What follows belongs to an exercise in optimizing a design on an open flow for small area; a production flow would make more cautious choices. Only simulation tests tie the RTL to the original design; equivalence was not proved. Power is estimated from default activity; no workload was simulated.

==> flow/run.sh <==
#!/bin/bash
# synth_recipe.tcl (not shown) runs the flow's synth.tcl, then flattens the netlist and writes it again
# the make line also repeats each setting of config.mk as NAME=value (left out here)
make -C /OpenROAD-flow-scripts/flow DESIGN_CONFIG=/design/flow/config.mk WORK_HOME=/design/flow/orfs CLKGATE_MAP_FILE= SYNTH_SCRIPT=/design/flow/synth_recipe.tcl finish
==> flow/config.mk <==
export PLATFORM = sky130hd
export DESIGN_NAME = controller
export DESIGN_NICKNAME = controller
export VERILOG_FILES = /design/flow/design.v
export SDC_FILE = /design/flow/constraint.sdc
export NUM_CORES = 4
export LEC_CHECK = 0
export CAP_MARGIN = 20
export CORE_MARGIN = 2
export CORE_UTILIZATION = 40
export SLEW_MARGIN = 20
==> flow/constraint.sdc <==
create_clock -name core_clock -period 15.0 [get_ports {clk}]
set_input_delay 3.0000 -clock core_clock [delete_from_list [all_inputs] [get_ports {clk}]]
set_output_delay 3.0000 -clock core_clock [all_outputs]
set_load 0.01 [all_outputs]
==> flow/design.v <==
`timescale 1ns / 1ps
module segDisplay(
	input wire [3:0] number,
	output wire [7:0] segment
    );
reg[7:0] segment_reg;
always @ (*) begin
	segment_reg[7] = 1'b1; 
	segment_reg[6] = (number[3] & number[2]) | 
						  (number[3] & number[1]) | 
						  (number[2] & number[1] & number[0]) |
						  (~number[3] & (~number[2]) & (~number[1]));
	segment_reg[5] = (number[3] & number[2]) | 
						  (number[1] & number[0]) |
						  (~number[2] & number[1]) |
						  (~number[3] & (~number[2]) & number[0]);
	segment_reg[4] = number[0] |
						 (number[3] & number[1]) |
						 (number[2] & ~number[1]);
	segment_reg[3] = (number[3] & number[2]) | 
						  (number[3] & number[1]) | 
						  (number[2] & number[1] & number[0]) |
						  (number[2] & (~number[1]) & (~number[0])) |
						  (~number[3] & (~number[2]) & (~number[1]) & number[0]);
	segment_reg[2] = (number[3] & number[2]) | 
						  (number[3] & number[1]) | 
						  (~number[2] & number[1] & ~number[0]);
	segment_reg[1] = (number[3] & number[2]) | 
						  (number[3] & number[1]) |
						  (number[2] & number[1] & ~number[0]) |
						  (number[2] & (~number[1]) & number[0]);
	segment_reg[0] = (number[3] & number[2]) | 
						  (number[3] & number[1]) |
						  (number[2] & (~number[1]) & ~number[0]) |
						  (~number[3] & (~number[2]) & (~number[1]) & number[0]);
end
assign segment = segment_reg;
endmodule
`timescale 1ns / 1ps
module segSignDisplay(
    input sign,
    output reg [7:0] segment
    );
	 always @(*) begin
		if(sign)  
		begin
			segment <= 8'b10111111;
		end
		else
		begin
			segment <= 8'b11111111;
		end
	 end
endmodule
`timescale 1ns / 1ps
module twoc_to_sm(
    input [10:0] T,
    output [10:0] SM,
	 output signbit
    );
	 reg [10:0] D;
	 reg sign;
	 always @(*)
	 begin
		D = T;
		if (D == 11'b10000000000)
			begin
				D = 11'b01111111111;
			end
		sign = D[10];
		if (sign)
		begin
			D = ~D + 1;
		end
	end
	assign SM = D;
	assign signbit = sign;
endmodule
`timescale 1ns / 1ps
module extract_digits(
    input [10:0] number,  
    output [3:0] digit_1,
    output [3:0] digit_2,
    output [3:0] digit_3
    );
	 reg [10:0] temp;
	 reg [3:0] digit_1_reg;
	 reg [3:0] digit_2_reg;
	 reg [3:0] digit_3_reg;
	 always @(*)
	 begin
		temp = number;
		digit_1_reg = temp % 10;
		temp = temp / 10;
		digit_2_reg = temp % 10;
		temp = temp / 10;
		digit_3_reg = temp % 10;
	 end
	 assign digit_1 = digit_1_reg;
	 assign digit_2 = digit_2_reg;
	 assign digit_3 = digit_3_reg;
endmodule
`timescale 1ns / 1ps
module display_number(
	 input clk,
	 input rst,
	 input en,  
    input [10:0] number,
    output reg [3:0] n_cnt,
    output reg [7:0] seg
    );
	 wire [10:0] sm_wire;
	 wire sign_wire;
	 wire [3:0] digit_1_wire, digit_2_wire, digit_3_wire;
	 wire [7:0] seg_sign, seg_digit1, seg_digit2, seg_digit3;
	 twoc_to_sm task1 (
		.T(number), 
		.SM(sm_wire),
		.signbit(sign_wire)
	);
	extract_digits task2(
		.number(sm_wire),
		.digit_1(digit_1_wire),
		.digit_2(digit_2_wire),
		.digit_3(digit_3_wire)
	);
	segDisplay digit_1(
		.number(digit_1_wire),
		.segment(seg_digit1)
		);
	segDisplay digit_2 (
		.number(digit_2_wire),
		.segment(seg_digit2)
		);
	segDisplay digit_3 (
		.number(digit_3_wire),
		.segment(seg_digit3)
		);
	segSignDisplay digit_sign (
		.sign(sign_wire),
		.segment(seg_sign)
	);
	reg [1:0] count;
	always @ (posedge clk) begin
		if (rst) begin
		  count <= 0;
		  n_cnt <= 4'b1111;
		  seg <= 8'b11111111;
		end
		else if (en) begin
		if (count == 0) begin  
		  n_cnt <= 4'b0111;
		  seg <= seg_sign;
		  count <= count + 1;
		end
		if (count == 1) begin
		  n_cnt <= 4'b1011;
		  seg <= seg_digit3;
		  count <= count + 1;
		end
		if (count == 2) begin
		  n_cnt <= 4'b1101;
		  seg <= seg_digit2;
		  count <= count + 1;
		end
		if (count == 3) begin
		  n_cnt <= 4'b1110;
		  seg <= seg_digit1;  
		  count <= count + 1;
		end
		end
	 end
endmodule
`timescale 1ns / 1ps
module choose_display(
	 input gameClk,
	 input rst,
    input status_btn,
    input [10:0] current_money_invested,
    input [10:0] current_balance,
    output reg [10:0] number_to_display
    );
	 always @(posedge gameClk)
	 begin
		if(rst)
		begin
			number_to_display <= 0;
		end
		else if(status_btn)
		begin
			number_to_display <= current_balance - current_money_invested;
		end
		else
		begin
			number_to_display <= current_balance;
		end
	 end
endmodule
`timescale 1ns / 1ps
module displayNum(
	num,
	array
    );
input wire [2:0]num;
output reg [63:0]array;
always @ (num)
	case(num)
		0:begin
				array = 64'b0000000001111110100000011000000110000001100000011000000101111110;
		  end
		1:begin
				array = 64'b0000000001111110000110000001100000011000000110110001111000011100;
			end
		2:begin
				array = 64'b0000000011111111000000010000000111111111100000001000000011111111;
			end
		3:begin
				array = 64'b0000000011111111100000001000000011111111100000001000000011111111;
			end
		4:begin
				array = 64'b0000000010000000100000001000000011111111100000011000000110000001;
			end
		5:begin
				array = 64'b0000000011111111100000001000000011111111000000010000000111111111;
			end
		6:begin
				array = 64'b0000000011111111100000011000000111111111000000010000000111111111;
			end
		7:begin
				array = 64'b0000000010000000100000001000000010000000100000001000000011111111;
			end
	endcase
endmodule
`timescale 1ns / 1ps
module calculate_result(
    input [2:0] card_1,
    input [2:0] card_2,
    input [2:0] card_3,
    output reg [2:0] multiplier
    );
	 always@(*)
	 begin
		multiplier = 0;
		if((card_1 == card_2) ||
			(card_2 == card_3) ||
			(card_3 == card_1))
		begin
			multiplier = 1;
		end
		if((card_1 == card_2) && (card_2 == card_3))
		begin
			multiplier = 2;
			if (card_1 == 3'b111)
			begin
				multiplier = 3;
			end
		end
	 end
endmodule
`timescale 1ns / 1ps
module random    (
	output [2:0] out             ,   
	input enable          ,   
	input clk             ,   
	input rst             ,   
	input tick            ,   
	input reset,             
	input [2:0] seed
);
reg [2:0] out_reg;
wire linear_feedback;
assign linear_feedback = !(out[2] ^ out[0] ^ seed[2] ^ seed[1] ^ seed[0]);
always @(posedge clk)
if (rst) begin
  out_reg <= 3'b0 ;
end else if (tick) begin
  if (reset) begin  
    out_reg <= 3'b0 ;
  end else if (enable) begin
    out_reg <= {out[2] ^ seed[1], out[1] ^ seed[0], out[0], linear_feedback};
  end
end
assign out = out_reg;
endmodule  
`timescale 1ns / 1ps
module generate_seed(
    input clk,
    input rst,
	 input [2:0] initial_seed,
	 input run_game,
    output [2:0] seed
    );
	 reg [2:0] counter;
	 reg [2:0] seed_reg;
	 always @(posedge clk)
	 begin
		if(rst)
		begin
			counter <= initial_seed;
			seed_reg <= initial_seed;
		end
		else
		begin
			counter <= counter + initial_seed;
			if(run_game == 1)
				seed_reg <= counter + initial_seed;
		end
	 end
	 assign seed = seed_reg;
endmodule
`timescale 1ns / 1ps
module balance_buttons(
	 input gameClk,
	 input rst,
	 input changeEn,  
	 input hold,
	 input compute,
    input cash_out_btn,  
    input add_btn,  
    input gamble_btn,  
	 input buffer_5,  
	 input buffer_10,  
	 input buffer_20,  
	 output [10:0] current_money_invested,  
    output [10:0] current_balance,  
	 output run_game,
	 output [2:0] digit_1,
	 output [2:0] digit_2,
	 output [2:0] digit_3
    );
	 reg [10:0] total_buffer;
	 reg [10:0] buffer_5_reg;
	 reg [10:0] buffer_10_reg;
	 reg [10:0] buffer_20_reg;
	 reg [10:0] money_invested_reg;
	 reg [10:0] balance_reg;
	 reg run_game_reg;
	 reg [2:0] multiplier_reg;
	 wire [2:0] out1;
	 wire [2:0] out2;
	 wire [2:0] out3;
	 wire [2:0] multiplier_wire;
	 wire [2:0] seed1_wire;
	 wire [2:0] seed2_wire;
	 wire [2:0] seed3_wire;
	 reg [10:0] money_invested_nxt;
	 reg [10:0] balance_nxt;
	 reg run_game_nxt;
	 always @(posedge gameClk)
	 if(rst)
	 begin
		total_buffer = 0;
		buffer_5_reg = 0;
		buffer_10_reg = 0;
		buffer_20_reg = 0;
		money_invested_reg <= 0;
		balance_reg <= 0;
		run_game_reg <= 0;
		multiplier_reg = 0;
	 end
	 else
	 begin
		money_invested_nxt = money_invested_reg;
		balance_nxt = balance_reg;
		run_game_nxt = run_game_reg;
		if(hold == 1)
		begin
			if(compute == 1)
			begin
				multiplier_reg = multiplier_wire;
				balance_nxt = balance_nxt + (total_buffer * multiplier_reg);
				total_buffer = 0;
				run_game_nxt = 0;
			end
		end
		else
		begin
			if(buffer_5)
				buffer_5_reg = 11'b0000000101;
			else
				buffer_5_reg = 0;
			if(buffer_10)
				buffer_10_reg = 11'b0000001010;
			else
				buffer_10_reg = 0;
			if(buffer_20)
				buffer_20_reg = 11'b0000010100;
			else
				buffer_20_reg = 0;
			total_buffer = buffer_5_reg + buffer_10_reg + buffer_20_reg;
			if(add_btn)
			begin
				money_invested_nxt = money_invested_nxt + total_buffer;
				if(money_invested_nxt > 11'b01111100111)
				begin
					money_invested_nxt = 11'b01111100111;
				end
				balance_nxt = balance_nxt + total_buffer;
				if(balance_nxt > 11'b01111100111)
				begin
					balance_nxt = 11'b01111100111;
				end
			end
			else if(gamble_btn)
			begin
				if(balance_nxt >= total_buffer) 
				begin
					balance_nxt = balance_nxt - total_buffer;
					run_game_nxt = 1;  
				end
			end
			if(cash_out_btn)
			begin
				money_invested_nxt = 0;
				balance_nxt = 0;
			end
		end
		money_invested_reg <= money_invested_nxt;
		balance_reg <= balance_nxt;
		run_game_reg <= run_game_nxt;
	end
	generate_seed gs1 (
		.clk(gameClk),
		.rst(rst),
		.initial_seed(3'b001),
		.run_game(run_game_reg),
		.seed(seed1_wire)
	);
	generate_seed gs2 (
		.clk(gameClk),
		.rst(rst),
		.initial_seed(3'b011),
		.run_game(run_game_reg),
		.seed(seed2_wire)
	);
	generate_seed gs3 (
		.clk(gameClk),
		.rst(rst),
		.initial_seed(3'b110),
		.run_game(run_game_reg),
		.seed(seed3_wire)
	);
	random digit_1_mod (
		.clk(gameClk),
		.rst(rst),
		.tick(changeEn),
		.seed(seed1_wire),
		.reset(cash_out_btn),
		.enable(run_game_reg),
		.out(out1)
	);
	random digit_2_mod (
		.clk(gameClk),
		.rst(rst),
		.tick(changeEn),
		.seed(seed2_wire),
		.reset(cash_out_btn),
		.enable(run_game_reg),
		.out(out2)
	);
	random digit_3_mod (
		.clk(gameClk),
		.rst(rst),
		.tick(changeEn),
		.seed(seed3_wire),
		.reset(cash_out_btn),
		.enable(run_game_reg),
		.out(out3)
	);
	 calculate_result calculate (
		.card_1(out1),
		.card_2(out2),
		.card_3(out3),
		.multiplier(multiplier_wire)
    );
	 assign current_money_invested = money_invested_reg;
	 assign current_balance = balance_reg;
	 assign run_game = run_game_reg;
	 assign digit_1 = out1;
	 assign digit_2 = out2;
	 assign digit_3 = out3;
endmodule
`timescale 1ns / 1ps
module counter(
    input clk,
    input rst,
    input en,
    input run_game,
    output compute,
	 output hold
    );
	 reg compute_reg;
	 reg [2:0] counter;
	 reg hold_reg;
	 always @(posedge clk)
	 if(rst)
	 begin
		compute_reg <= 0;
		counter <= 0;
		hold_reg <= 0;
	 end
	 else if(en)
	 begin
		if(run_game == 1)
		begin
			hold_reg <= 1;
			if(counter + 3'd1 == 3'b101)
			begin
				compute_reg <= 1;
				counter <= 0;
			end
			else
				counter <= counter + 1;
		end
		else
		begin
			compute_reg <= 0;
			counter <= 0;
			hold_reg <= 0;
		end
	 end
	 assign compute = compute_reg;
	 assign hold = hold_reg;
endmodule
`timescale 1ns / 1ps
module debouncer(
    input clk,
    input rst,
    input btn,
    output btnState
    );
		reg button_reg;
		localparam [15:0] DEB_COUNT = 16'd255;
		reg [15:0] count;
		always @ (posedge clk)
		begin
			if(rst)
			begin
				count <= 0;
				button_reg <= 0;
			end
			else if(btn > 0 || btn < 0)
			begin
				count <= count +1;
				if(count == DEB_COUNT)
				begin
					button_reg <= 1;
					count <= 0;
				end
			end
			else
			begin
				count <= 0;
				button_reg <= 0;
			end
		end
		assign btnState = button_reg;
endmodule
`timescale 1ns / 1ps
module edge_detect (input async_sig,
                    input clk,
                    input rst,
                    output reg rise,
                    output reg fall);
  reg [1:3] resync;
  always @(posedge clk)
  if (rst)
  begin
    rise <= 1'b0;
    fall <= 1'b0;
    resync <= 3'b000;
  end
  else
  begin
    rise <= resync[2] & !resync[3];
    fall <= resync[3] & !resync[2];
    resync <= {async_sig , resync[1:2]};
  end
endmodule
`timescale 1ns / 1ps
module clock(
	input wire clk,
	input wire rst,
	output wire hzSegClk,
	output wire gameClk,
	output wire clk1hz,
	output wire pix_en,
	output wire changeClk,
	output wire clk1hz_tick,	 
	output wire changeClk_tick,	 
	output wire hzSegClk_tick	 
    );
	localparam [31:0] TERM_1HZ    = 32'd5000;
	localparam [31:0] TERM_GAME   = 32'd500;
	localparam [31:0] TERM_CHANGE = 32'd100;
	localparam [31:0] TERM_SEG    = 32'd500;
	reg hzSegClkReg;
	reg gameClkReg;
	reg clk1hzReg;
	reg changeClkReg;
	reg [31:0] cnt_seg;
	reg [31:0] cnt_game;
	reg [31:0] cnt_1hz;
	reg [31:0] cnt_change;
	reg [1:0] q;
	always @ (posedge clk)
	begin
		if(rst)
		begin
			cnt_1hz <= 32'b0;
			clk1hzReg <= 1'b0;
		end
		else if(cnt_1hz == TERM_1HZ)
		begin
			cnt_1hz <= 32'b0;
			clk1hzReg <= ~clk1hz;
		end
		else
		begin
			cnt_1hz <= cnt_1hz + 32'b1;
			clk1hzReg <= clk1hz;
		end
	end
	always @ (posedge clk)
	begin
		if(rst)
		begin
			cnt_game <= 32'b0;
			gameClkReg <= 1'b0;
		end
		else if(cnt_game == TERM_GAME)
		begin
			cnt_game <= 32'b0;
			gameClkReg <= ~gameClk;
		end
		else
		begin
			cnt_game <= cnt_game + 32'b1;
			gameClkReg <= gameClk;
		end
	end
	always @ (posedge clk)
	begin
		if(rst)
		begin
			cnt_change <= 32'b0;
			changeClkReg <= 1'b0;
		end
		else if(cnt_change == TERM_CHANGE)
		begin
			cnt_change <= 32'b0;
			changeClkReg <= ~changeClk;
		end
		else
		begin
			cnt_change <= cnt_change + 32'b1;
			changeClkReg <= changeClk;
		end
	end
	always @ (posedge clk)
	begin
		if(rst)
		begin
			cnt_seg <= 32'b0;
			hzSegClkReg <= 1'b0;
		end
		else if(cnt_seg == TERM_SEG)
		begin
			cnt_seg <= 32'b0;
			hzSegClkReg <= ~hzSegClk;
		end
		else
		begin
			cnt_seg <= cnt_seg + 32'b1;
			hzSegClkReg <= hzSegClk;
		end
	end
	always @(posedge clk)
	begin
		if (rst == 1)
			q <= 0;
		else
			q <= q+1;
	end
	assign changeClk = changeClkReg;
	assign clk1hz = clk1hzReg;
	assign gameClk = gameClkReg;
	assign hzSegClk = hzSegClkReg;
	assign pix_en = ~q[1] & ~q[0];
	assign clk1hz_tick = (cnt_1hz == TERM_1HZ) & ~clk1hzReg & ~rst;
	assign changeClk_tick = (cnt_change == TERM_CHANGE) & ~changeClkReg & ~rst;
	assign hzSegClk_tick = (cnt_seg == TERM_SEG) & ~hzSegClkReg & ~rst;
endmodule
`timescale 1ns / 1ps
module vga640x480(
	input wire pix_en,		 
	input wire clk,			 
	input wire rst,			 
	input wire [63:0]array1,  
	input wire [63:0]array2,  
	input wire [63:0]array3,  
	output wire hsync,		 
	output wire vsync,		 
	output reg [2:0] red,	 
	output reg [2:0] green,  
	output reg [1:0] blue	 
	);
parameter hpixels = 800; 
parameter vlines = 521;  
parameter hpulse = 96; 	 
parameter vpulse = 2; 	 
parameter hbp = 144; 	 
parameter hfp = 784; 	 
parameter vbp = 31; 		 
parameter vfp = 511; 	 
reg [9:0] hc;
reg [9:0] vc;
always @(posedge clk)
begin
	if (rst == 1)
	begin
		hc <= 0;
		vc <= 0;
	end
	else if (pix_en == 1)
	begin
		if (hc < hpixels - 1)
			hc <= hc + 1;
		else
		begin
			hc <= 0;
			if (vc < vlines - 1)
				vc <= vc + 1;
			else
				vc <= 0;
		end
	end
end
assign hsync = (hc < hpulse) ? 0:1;
assign vsync = (vc < vpulse) ? 0:1;
always @(*)
begin
	if (vc >= vbp && vc < vfp)
	begin
		if (hc >= hbp && hc < (hbp+640) && vc >= vbp && vc < (vbp+160))
		begin
			red = 3'b111;
			green = 3'b111;
			blue = 2'b11;
		end
		else if (hc >= hbp && hc < (hbp+640) && vc >= (vbp+320) && vc < (vbp+480))
		begin
			red = 3'b111;
			green = 3'b111;
			blue = 2'b11;
		end
		else if (hc >= hbp && hc < (hbp+40) && vc >= (vbp+160) && vc < (vbp+320))
		begin
			red = 3'b111;
			green = 3'b111;
			blue = 2'b11;
		end
		else if (hc >= (hbp+40) && hc < (hbp+200) && vc >= (vbp+160) && vc < (vbp+320))
		begin
			if(array1[(hc - (hbp+40))/20 + 8*((vc - (vbp+160))/20)] == 1 && hc >= (hbp+50) && hc < (hbp+190) && vc >= (vbp+170) && vc < (vbp+310))
			begin
				red = 3'b000;
				green = 3'b000;
				blue = 2'b11;
			end
			else begin
				red = 3'b111;
				green = 3'b111;
				blue = 2'b00;
			end
		end
		else if (hc >= (hbp+200) && hc < (hbp+240) && vc >= (vbp+160) && vc < (vbp+320))
		begin
			red = 3'b111;
			green = 3'b111;
			blue = 2'b11;
		end
		else if (hc >= (hbp+240) && hc < (hbp+400) && vc >= (vbp+160) && vc < (vbp+320))
		begin
			if(array2[(hc - (hbp+240))/20 + 8*((vc - (vbp+160))/20)] == 1 && hc >= (hbp+250) && hc < (hbp+390) && vc >= (vbp+170) && vc < (vbp+310))
			begin
				red = 3'b000;
				green = 3'b000;
				blue = 2'b11;
			end
			else begin
				red = 3'b111;
				green = 3'b111;
				blue = 2'b00;
			end
		end
		else if (hc >= (hbp+400) && hc < (hbp+440) && vc >= (vbp+160) && vc < (vbp+320))
		begin
			red = 3'b111;
			green = 3'b111;
			blue = 2'b11;
		end
		else if (hc >= (hbp+440) && hc < (hbp+600) && vc >= (vbp+160) && vc < (vbp+320))
		begin
			if(array3[(hc - (hbp+440))/20 + 8*((vc - (vbp+160))/20)] == 1 && hc >= (hbp+450) && hc < (hbp+590) && vc >= (vbp+170) && vc < (vbp+310))
			begin
				red = 3'b000;
				green = 3'b000;
				blue = 2'b11;
			end
			else begin
				red = 3'b111;
				green = 3'b111;
				blue = 2'b00;
			end
		end
		else if (hc >= (hbp+600) && hc < (hbp+640) && vc >= (vbp+160) && vc < (vbp+320))
		begin
			red = 3'b111;
			green = 3'b111;
			blue = 2'b11;
		end
		else
		begin
			red = 0;
			green = 0;
			blue = 0;
		end
	end
	else
	begin
		red = 0;
		green = 0;
		blue = 0;
	end
end
endmodule
`timescale 1ns / 1ps
module controller(
    input clk,
    input rst,
    input cash_out_btn,
    input add_btn,
    input gamble_btn,
    input status_btn,
    input buffer_5,
    input buffer_10,
    input buffer_20,
	 output wire [3:0] n_cnt,
    output wire [7:0] seg,
	 output wire [2:0] red,	 
	 output wire [2:0] green, 
	 output wire [1:0] blue,	 
	 output wire hsync,		 
	 output wire vsync			 
    );
	 wire [10:0] current_money_wire;
	 wire [10:0] current_balance_wire;
	 wire [10:0] number_to_display_wire;
	 wire run_game_wire;
	 wire hzSegClk_wire;
	 wire gameClk_wire;
	 wire clk1hz_wire;
	 wire pix_en_wire;
	 wire changeClk_wire;
	 wire clk1hz_tick_wire;
	 wire changeClk_tick_wire;
	 wire hzSegClk_tick_wire;
	 wire reset_state_wire;
	 wire add_state_wire;
	 wire gamble_state_wire;
	 wire status_state_wire;
	 wire add_signal_on;
	 wire add_signal_off;
	 wire gamble_signal_on;
	 wire gamble_signal_off;
	 wire reset_signal_on;
	 wire reset_signal_off;
	 wire compute_wire;
	 wire hold_wire;
	 wire [2:0] out1_wire;
	 wire [2:0] out2_wire;
	 wire [2:0] out3_wire;
	 wire [63:0] array_1_wire;
	 wire [63:0] array_2_wire;
	 wire [63:0] array_3_wire;
	 debouncer add_deb(
		.clk(clk),
		.rst(rst),
		.btn(add_btn),
		.btnState(add_state_wire)
    );
	 debouncer gamble_deb(
		.clk(clk),
		.rst(rst),
		.btn(gamble_btn),
		.btnState(gamble_state_wire)
    );
	 debouncer status_deb(
		.clk(clk),
		.rst(rst),
		.btn(status_btn),
		.btnState(status_state_wire)
    );
    debouncer reset_deb(
		.clk(clk),
		.rst(rst),
		.btn(cash_out_btn),
		.btnState(reset_state_wire)
    );
    edge_detect ed_add(
        .async_sig(add_state_wire),
        .clk(clk),
        .rst(rst),
        .rise(add_signal_on),
        .fall(add_signal_off)
        );
	 edge_detect ed_gamble(
        .async_sig(gamble_state_wire),
        .clk(clk),
        .rst(rst),
        .rise(gamble_signal_on),
        .fall(gamble_signal_off)
        );
	 edge_detect ed_reset(
        .async_sig(reset_state_wire),
        .clk(clk),
        .rst(rst),
        .rise(reset_signal_on),
        .fall(reset_signal_off)
        );
	  clock m_clk(
		.clk(clk),
		.rst(rst),
		.clk1hz(clk1hz_wire),
		.hzSegClk(hzSegClk_wire),
		.gameClk(gameClk_wire),
		.pix_en(pix_en_wire),
		.changeClk(changeClk_wire),
		.clk1hz_tick(clk1hz_tick_wire),
		.changeClk_tick(changeClk_tick_wire),
		.hzSegClk_tick(hzSegClk_tick_wire)
		);
	 counter count (
		.clk(clk),
		.rst(rst),
		.en(clk1hz_tick_wire),
		.run_game(run_game_wire),
		.compute(compute_wire),
		.hold(hold_wire)
	 );
	 balance_buttons brain (
		.gameClk(clk),
		.rst(rst),
		.changeEn(changeClk_tick_wire),
		.hold(hold_wire),
		.compute(compute_wire),
		.cash_out_btn(reset_signal_on), 
		.add_btn(add_signal_on), 
		.gamble_btn(gamble_signal_on), 
		.buffer_5(buffer_5), 
		.buffer_10(buffer_10), 
		.buffer_20(buffer_20), 
		.current_money_invested(current_money_wire), 
		.current_balance(current_balance_wire), 
		.run_game(run_game_wire),
		.digit_1(out1_wire),
		.digit_2(out2_wire),
		.digit_3(out3_wire)
	 );
	 choose_display choose_disp (
		.gameClk(clk),
		.rst(rst),
		.status_btn(status_state_wire),
		.current_money_invested(current_money_wire),
		.current_balance(current_balance_wire),
		.number_to_display(number_to_display_wire)
	 );
	 display_number display (
		.clk(clk),
		.rst(rst),
		.en(hzSegClk_tick_wire),
		.number(number_to_display_wire), 
		.n_cnt(n_cnt), 
		.seg(seg)
	 );
	displayNum dnum1 (
		.num(out1_wire),
		.array(array_1_wire)
	);
	displayNum dnum2 (
		.num(out2_wire),
		.array(array_2_wire)
	);
	displayNum dnum3 (
		.num(out3_wire),
		.array(array_3_wire)
	);
	vga640x480 U3(
		.pix_en(pix_en_wire),
		.clk(clk),
		.rst(rst | reset_signal_on),
		.hsync(hsync),
		.vsync(vsync),
		.red(red),
		.green(green),
		.blue(blue),
		.array1(array_1_wire),
		.array2(array_2_wire),
		.array3(array_3_wire)
	);
endmodule
==> run notes <==
==> layer usage <==
metal | up-vias | GRT usage [%] | part of all wire [%]
met4 | 0 | 5.55 | 2.1
met5 | - | 0 | 0
met3 | 109 | 2.53 | 5.0
met2 | 537 | 31.6 | 45
li1 | 10952 | - | -
met1 | 10288 | 26.8 | 48
==> path summary, 6_finish.rpt <==
check | startpoint | end | slack (ns) | cells after the start
setup reg to reg | choose_disp.number_to_display[10]$_SDFF_PP0_ | display.seg[3]$_SDFFE_PP1P_ | 7.38 | 24
setup / recovery | U3.vc[0]$_SDFFE_PP0P_ | blue[0] | 1.96 | 34
hold reg to reg | ed_reset.resync[3]$_SDFF_PP0_ | ed_reset.rise$_SDFF_PP0_ | 0.38 | 1
hold / removal | ed_reset.resync[3]$_SDFF_PP0_ | ed_reset.rise$_SDFF_PP0_ | 0.38 | 1
==> area by class of cell <==
type                            count  area, sq um  area share [%]
Tap cell                          773          967            3.74
Timing Repair Buffer               44          400            1.55
Multi-Input combinational cell   2470        16000            62.0
Clock buffer                       54         1070            4.14
Clock inverter                     13          249           0.963
Sequential cell                   329         6590            25.5
Inverter                          146          548            2.12
==> kinds of logic (layout without fill, tap and decap cells) <==
logic type / after synthesis / after routing
buf+inv: 304 / 257
other cells: 1 / 5
compound gates: 738 / 738
fa+ha+maj: 139 / 139
simple gates: 1282 / 1282
xor+xnor: 263 / 263
mux: 43 / 43
flops: 329 / 329
==> synth_stat cells, types with 16 or more instances <==
cell / number
xor2_1: 140
and2_1: 33
o211ai_1: 26
nand3_1: 139
mux2i_1: 36
nor2b_1: 50
nand2b_1: 30
ha_1: 123
nor4_1: 46
and3_1: 58
xnor2_1: 123
a21oi_1: 157
clkbuf_1: 112
buf_2: 23
a22oi_1: 19
nor3_1: 87
a21o_1: 39
o21ai_0: 137
dfxtp_1: 329
or2_2: 25
a211oi_1: 43
nor2_1: 389
or3_1: 30
o22ai_1: 19
inv_1: 138
and4_1: 16
a31oi_1: 43
nand2_1: 269
nand4_1: 48
o31ai_1: 30
==> report_power, final <==
part	internal, W	switching (W)
registers	0.000882	0.00000749
clock network	0.000604	0.000374
logic	0.0000562	0.0000922
total	0.00154	0.000473
==> per-stage QoR <==
stage	area (sq um)	cells	util [%]	hold slack (ns)
floorplan	23800	3103	-	0.367
global placement	24500	3762	41.6	0.372
detailed placement	24500	3762	41.7	0.376
CTS	25900	3829	43.9	0.385
global route	25900	3829	43.9	0.411
finish	25900	3829	43.9	0.380
==> critical path, delay by kind of cell (launching register included) <==
kind                     cells  cell delay, ns
AND/OR/NAND/NOR             10            1.91
buffers and inverters        1            0.65
AO/OA/AOI/OAI               15            3.82
multiplexers                 1            0.31
adder cells (fa/ha/maj)      4            1.37
XOR/XNOR                     3            1.05
flip-flops                   1            0.36
==> run notes <==
- Main flop type after synthesis: dfxtp_1
- Leak: 9.87 nW
- CTS sink cnt: 329
- Sequential element share of the synthesized area: 27.7%
- All-layer global routing usage: 19.4%
- Max-cap viol count: 0
- Worst Max-Slew Pin Slew: 1.19 ns
- Diode count: 0
- Post-route ant nets: 0
- Initial DRC Count: 1,620
- H-tree levels: 2
- Post-route setup TNS: 0 ns
- Ports: 31
- Cell Pwr Density: 77.9 mW/mm^2
- Residual DRC count: 0
- Final setup margin: 1.96 ns
- Worst slew margin: 20.6%
- Commonest non-fill, non-tap cell in the layout: nor2_1
- Worst setup EP type: output pin
- # setup viols final: 0
- Largest net degree at the start of global routing: 71
- Layout cells sized above 1: 5.43%
- Initial Util: 40.4%
- Slowest stage cell, crit path: xnor2_1
- Fillers: 5,830
- Clk latency of the worst-skew pair: 0.55 ns
- Post-synth ARST share: 0%
- Synthesized flop and latch total: 329
- Yosys warns: 16
- Most frequent cells in the layout: nor2_1, dfxtp_1, nand2_1, a21oi_1, xor2_1
- Synth top area share: 27.7%
- Synthesized instance count: 3,099
- Final Skew: 0.0181 ns
- Tot Pwr: 0.00202 W
- Status: no timing/DRC/antenna violations
- Avg Cell Area, Syn: 7.68 sq um
- Post-layout minimum cycle time: 13.04 ns
- Critical path startpoint category: flip-flop
- Compound-Gate Fraction of Synth Area: 21.6%
- Post-synthesis mux area share: 1.85%
- Setup CP Type: flip-flop to output pin
- Post-cts sizing count: 0
- Main combinational cell family by area after synthesis: simple AND/OR/NAND/NOR gates
- Final HPWL DP: 44,400 um
- Post-synthesis xor/xnor area fraction: 9.68%
- Num rows: 89
- Post-CTS setup buffer count: 0
- CTS tree: yes
- Clock Tree Buf Depth: 3
- Leading post-synthesis cells by cell area: dfxtp_1, ha_1, nor2_1, xor2_1, xnor2_1
- Router iterations before antenna repair: 6
- Post-Synth Simple-Gate Area: 26.4%
- Max Freq: 76.7 MHz
- DP Worst Slack: 2.25 ns
- CTS clk-pin slew, worst paths: 0.06 ns
- Top flop regs: m_clk.cnt_1hz (32), m_clk.cnt_change (32), m_clk.cnt_seg (32)
- Peak supply drop: 0.0000772 V
- Final net count: 3,174
- Die Ht: 248 um
- Final cycle utilization of the critical path: 86.9%
- Die W: 248 um
- Area of the die: 0.0615 sq mm
- Buffers on Ports: 29
- Worst path arrival time: 10.04 ns
- GPL Wtd Cong: 0.946
- CTS Buf Count: 38
- Hold Fails Final Rpt: 0
- CTS root buf: clkbuf_16
- Vias: 21,886
- First-pass GRT wire length: 101,000 um
- Layout Area Growth over Synthesis: 8.70%
- Hold-fix buffers, CTS: 0
- Leading area contributor after synthesis: dfxtp_1
- Hold/Removal Path Class: flip-flop to flip-flop
- Total global routing overflow: 0
- Max Transition Viols Final: 0
- Number of synthesized flops with an enable pin: 0
- Wire per inst: 15.9 um
- RSZ-0062 raised after global routing: no
- Crit-path max FO: 11
- Post-Synth Adder-Cell Area: 7.69%
- Distinct cell type count of the synthesized netlist: 116
- DRT Wirelength: 60,800 um
- Vias in the first global route: 20,469
- Critical path required time: 12.00 ns
- Initial antenna violation count: 0
- Crit-path max cell delay: 0.65 ns
- Vias/cell: 5.72
- Core footprint: 0.0589 sq mm
- Mapped Area: 0.0238 sq mm

what the ideal ports hide:
The flow's constraints put no driver on any port. The routed layout listed below was extracted and timed again, unchanged, in two steps. Step 1 (the two cells are an assumption about what drives the block):
set clk [get_ports {clk}]
set_driving_cell -lib_cell sky130_fd_sc_hd__clkbuf_16 $clk
set_driving_cell -lib_cell sky130_fd_sc_hd__buf_2 [delete_from_list [all_inputs] $clk]
Step 2 adds t to the input delays and takes it off the output delays; t is the mean of the earliest and latest rising clock arrival at the registers after step 1. Input paths then give back, and output paths get back, about the clock's delay inside the block. a / b / c = ideal / step 1 / step 2; a / b = the first two.
t (ns): 0.601
setup slack, ns: 1.964 / 1.907 / 2.508
worst setup path after step 2: register to output
After both steps setup and hold are still met in this run. The setup slack of this run moves by -0.057 ns with the drivers and by +0.544 ns with both steps.
